This design comes from an exercise in tuning for small area on the open sky130 flow, not from production work.
The RTL was checked by simulation tests, not by an equivalence proof against the original design.
No driver is modelled on the clock port, so clock power and skew are understated where the tree is cut down; a real chip needs a root buffer or a tree.
Power and IR drop assume default switching activity.

== before ==
// cpu
module cpu (
    input clk,
    input rst,
    input [7:0] instruction,
    input [3:0] immediate,
    output [6:0] seg,
    output [3:0] an,
    output reg Z_flag,
    output reg C_flag,
    output reg N_flag
);
Size: ~28 I/O pins, ~3300 sq um of cells after synthesis.
==> module cpu, before the edit <==
module cpu (
    input clk,
    input rst,
    input [7:0] instruction,
    input [3:0] immediate,
    output [6:0] seg,
    output [3:0] an,
    output reg Z_flag,
    output reg C_flag,
    output reg N_flag
);
    reg [5:0] c;
    reg [1:0] g;
    reg [3:0] k;
    wire w = c[4] & ~c[3] & ~c[2] & ~c[1] & c[0];
    wire cfb = ~(c[5] ^ c[4]) ^ w;
    wire k9 = k[3] & k[0];
    wire exec = w & g[1] & ~g[0] & k9;
    always @(posedge clk or posedge rst) begin
        if (rst) begin
            c <= 6'b100010;
            g <= 2'b00;
            k <= 4'd5;
        end else begin
            c <= {c[4:0], cfb};
            if (w) begin
                g <= {g[0], ~g[1]};
                if (g == 2'b10) k <= k9 ? 4'd0 : k + 4'd1;
            end
        end
    end
    wire ds = g[0];
    reg [3:0] r1, r2;
    reg v;                             
    reg pend, pv;
    wire [3:0] hi = instruction[7:4];
    wire [3:0] lo = instruction[3:0];
    wire hz  = (hi == 4'd0);
    wire xo  = lo[1] ^ lo[0];
    wire aop = (hi == 4'd1 || hi == 4'd2) && lo[3:2] == 2'b00;
    wire cpy = hz && lo[3:2] == 2'b00;
    wire fet = hz && lo[3:2] == 2'b01 && xo;
    wire st  = hz && lo[3:2] == 2'b10 && xo;
    wire rw  = aop | cpy | fet;
    wire d   = lo[1];                  
    reg [3:0] F1, F2;                  
    wire [3:0] X  = d ? r2 : r1;
    wire [3:0] B  = xo ? (d ? (lo[2] ? F1 : r1) : (lo[2] ? F2 : r2)) : immediate;
    wire [3:0] A  = (hi[1] | hi[0]) ? X : 4'd0;    
    wire sub = hi[1];
    wire [4:0] s = {1'b0, A} + {1'b0, B ^ {4{sub}}} + {4'd0, sub};
    wire we1 = exec & rw & ~d;
    wire we2 = exec & rw & d;
    always @(posedge clk) begin
        r1 <= we1 ? s[3:0] : (r1 & {4{v | pend}});
        r2 <= we2 ? s[3:0] : (r2 & {4{v | pend}});
    end
    always @(posedge clk or posedge rst) begin
        if (rst) begin
            v <= 1'b0;
            Z_flag <= 1'b0;
            C_flag <= 1'b0;
            N_flag <= 1'b0;
        end else begin
            if (exec & rw) v <= 1'b1;
            if (exec & rw) begin
                Z_flag <= (s[3:0] == 4'd0);
                C_flag <= s[4];
                N_flag <= s[3];
            end
        end
    end
    reg [3:0] P;
    reg [3:0] ring [0:15];
    wire eq1 = (P == r1);
    wire eq2 = (P == r2);
    wire hit1 = pend & pv & eq1;       
    wire hit2 = pend & ~pv & eq2;      
    wire hit = hit1 | hit2;
    wire [3:0] nw = hit1 ? r2 : (hit2 ? r1 : ring[0]);
    integer i;
    always @(posedge clk) begin
        P <= {P[2:0], P[3] ^ P[2] ^ ~(P[2] | P[1] | P[0])};    
        for (i = 0; i < 15; i = i + 1)
            ring[i] <= ring[i + 1];
        ring[15] <= nw;
        if (eq1) F1 <= nw;
        if (eq2) F2 <= nw;
        if (exec) begin
            pend <= st;
            pv <= d;
        end else if (hit) begin
            pend <= 1'b0;
        end
    end
    wire [3:0] dv = (ds ? r2 : r1) & {4{v}};
    reg [6:0] pat;
    always @(*) begin
        case (dv)
            4'h0: pat = 7'b100_0000;
            4'h1: pat = 7'b111_1001;
            4'h2: pat = 7'b010_0100;
            4'h3: pat = 7'b011_0000;
            4'h4: pat = 7'b001_1001;
            4'h5: pat = 7'b001_0010;
            4'h6: pat = 7'b000_0010;
            4'h7: pat = 7'b111_1000;
            4'h8: pat = 7'b000_0000;
            4'h9: pat = 7'b001_1000;
            4'hA: pat = 7'b000_1000;
            4'hB: pat = 7'b000_0011;
            4'hC: pat = 7'b100_0110;
            4'hD: pat = 7'b010_0001;
            4'hE: pat = 7'b000_0110;
            default: pat = 7'b000_1110;
        endcase
    end
    assign seg = pat;
    assign an = {2'b11, ~ds, ds};
endmodule
export LEC_CHECK = 0
export CAP_MARGIN = 20
export CORE_MARGIN = 2
export CORE_UTILIZATION = 40
export SLEW_MARGIN = 20
create_clock -name core_clock -period 10.0 [get_ports {clk}]
standard.sh (not shown) runs the stock make flow with config.mk's settings and CLKGATE_MAP_FILE= SYNTH_SCRIPT=/design/flow/synth_recipe.tcl, a recipe that flattens the netlist after the stock synthesis.
==> flow/flow/run.sh <==
#!/bin/bash
# Own layout flow: the standard flow (standard.sh), with these changes:
#  1. after the standard synthesis, its combinational cells are re-mapped for
#     area with Yosys/ABC (flow/remap.ys), once with each ABC script in the
#     list below (flow/*.abc), and the smallest netlist is kept; every
#     flip-flop keeps its cell and name;
#  2. the port buffers are sky130_fd_sc_hd__buf_1;
#  3. a two-level clock tree built by flow/cts.tcl (with flow/tree.tcl) in
#     place of the standard CTS step: one root buffer fed by the clock port,
#     six leaf buffers, each driving the flip-flops of one region;
#  4. everything else (floorplan, power grid, placement, routing) is the
#     standard flow's.
# Each tool's output goes to a log file of its own in the work folder.
set -euo pipefail
W=$(pwd)
R=$W/orfs/results/$FLOW_PLATFORM/cpu/base
LIB=$FLOW_HOME/platforms/$FLOW_PLATFORM/lib/sky130_fd_sc_hd__tt_025C_1v80.lib
YOSYS=$FLOW_HOME/../tools/install/yosys/bin/yosys
[[ -x $YOSYS ]] || YOSYS=yosys

# 1. standard synthesis
bash standard.sh "$R/1_2_yosys.v" > "$W/log_1_synth.log" 2>&1
cp "$R/1_2_yosys.v" "$W/std_1_2_yosys.v"

# 2. area re-map of the combinational logic: each ABC script in turn, the
#    smallest result is kept
DU=$(sed -n '/DONT_USE_CELLS += /,/^$/p' "$FLOW_HOME/platforms/$FLOW_PLATFORM/config.mk" \
     | grep -oE "sky130_fd_sc_hd__[a-z0-9_]+" | sed 's/^/-dont_use /' | tr '\n' ' ')
best=""; bestarea=""
for s in area area2 b1 b2 b4 b5 b6 b7 c2 c3 c4; do
  sed -e "s#@LIB@#$LIB#g" -e "s#@IN@#$W/std_1_2_yosys.v#" -e "s#@TOP@#$FLOW_TOP#" \
      -e "s#@DONTUSE@#$DU#" -e "s#@ABC@#$W/flow/$s.abc#" -e "s#@OUT@#$W/remap_$s.v#" \
      -e "s#@STAT0@#$W/remap_stat_before.txt#" -e "s#@STAT1@#$W/remap_stat_$s.txt#" \
      "$W/flow/remap.ys" > "$W/remap_$s.ys"
  "$YOSYS" -s "$W/remap_$s.ys" > "$W/log_2_remap_$s.log" 2>&1 || continue
  a=$(awk '/Chip area for module/ {print $NF}' "$W/remap_stat_$s.txt")
  echo "remap $s: $a"
  if [[ -z $best ]] || python3 -c "import sys; sys.exit(0 if float('$a') < float('$bestarea') else 1)"; then
    best=$s; bestarea=$a
  fi
done
[[ -n $best ]]
echo "remap kept: $best ($bestarea)"
cp "$W/remap_$best.v" "$R/1_2_yosys.v"

# 3. placement with the standard flow, small port buffers
KNOBS=("BUFFER_PORTS_ARGS=-buffer_cell sky130_fd_sc_hd__buf_1")
bash standard.sh place "${KNOBS[@]}" > "$W/log_3_place.log" 2>&1

# 4. clock tree
RESULTS=$R LIB=$LIB FLOWDIR=$W/flow CTS_ROOT=sky130_fd_sc_hd__clkbuf_2 \
  CTS_LEAF=sky130_fd_sc_hd__clkbuf_8 CTS_NX=3 CTS_NY=2 \
  openroad -no_init -exit "$W/flow/cts.tcl" > "$W/log_4_cts.log" 2>&1

# 5. the rest of the standard flow
bash standard.sh finish "${KNOBS[@]}" > "$W/log_5_route.log" 2>&1
Other scripts of this flow, unchanged in this note and not shown: flow/flow/area.abc, flow/flow/area2.abc, flow/flow/b1.abc, flow/flow/b2.abc, flow/flow/b4.abc, flow/flow/b5.abc, flow/flow/b6.abc, flow/flow/b7.abc, flow/flow/c2.abc, flow/flow/c3.abc, flow/flow/c4.abc, flow/flow/cts.tcl, flow/flow/remap.ys, flow/flow/tree.tcl
Changes in after relative to before:
diff --git a/flow/design.v b/flow/design.v
--- a/flow/design.v
+++ b/flow/design.v
@@ -84,18 +84,14 @@
         P <= {P[2:0], P[3] ^ P[2] ^ ~(P[2] | P[1] | P[0])};    
         for (i = 0; i < 15; i = i + 1)
             ring[i] <= ring[i + 1];
         ring[15] <= nw;
         if (eq1) F1 <= nw;
         if (eq2) F2 <= nw;
-        if (exec) begin
-            pend <= st;
-            pv <= d;
-        end else if (hit) begin
-            pend <= 1'b0;
-        end
+        pend <= (exec & st) | (pend & ~hit);    
+        if (!pend) pv <= d;                     
     end
     wire [3:0] dv = (ds ? r2 : r1) & {4{v}};
     reg [6:0] pat;
     always @(*) begin
         case (dv)
             4'h0: pat = 7'b100_0000;
Lower total stage count of the critical path goes to after over before.
Comparing overall power of the completed layout for before and after, the bigger number came from after.
Diff before -> after: final worst slack rose 200 ps, met3 global-route usage has decreased, combinational power increased about 3%, number of global-route vias before repair dropped about 1%, critical path's largest stage delay rose 30 ps.
before finished every step from synthesis to the final layout, and the layout passed the timing, design-rule and antenna checks.
after was carried through to the last stage, and its layout satisfied the timing, design-rule and antenna checks.
Measured slew at the worst slew-check pin came out lower on after than on before.
Cmp after vs before: synthesized area lower in after
In every run of this note, the design's own scripts or RTL, not TritonCTS, make the clock network.

## afterwards: timing with drivers on the ports
Ports are ideal in the flow. The routed layouts listed here were re-timed in OpenROAD. Step 1 sets driving cells, clkbuf_16 on the clock port and buf_2 on the other inputs (assumed; they add their load-dependent delay and slew). Step 2 also shifts input and output timing later by t, the mid clock arrival at the registers, as if the neighbouring blocks saw the same clock. Three values: ideal, step 1, step 2; two values: the first two.
run | t, ns | setup WS [ns] | worst register clock-pin slew, ns | worst slew at a driven data input, ns
before | 0.512 | 5.296 / 5.271 / 5.509 | 0.11 / 0.11 | 0.04
after | 0.537 | 5.496 / 5.468 / 5.283 | 0.10 / 0.10 | 0.04
After both steps every run listed still meets setup and hold. The setup slack of after, which loses most, moves by -0.028 ns with the drivers and by -0.213 ns with both steps.
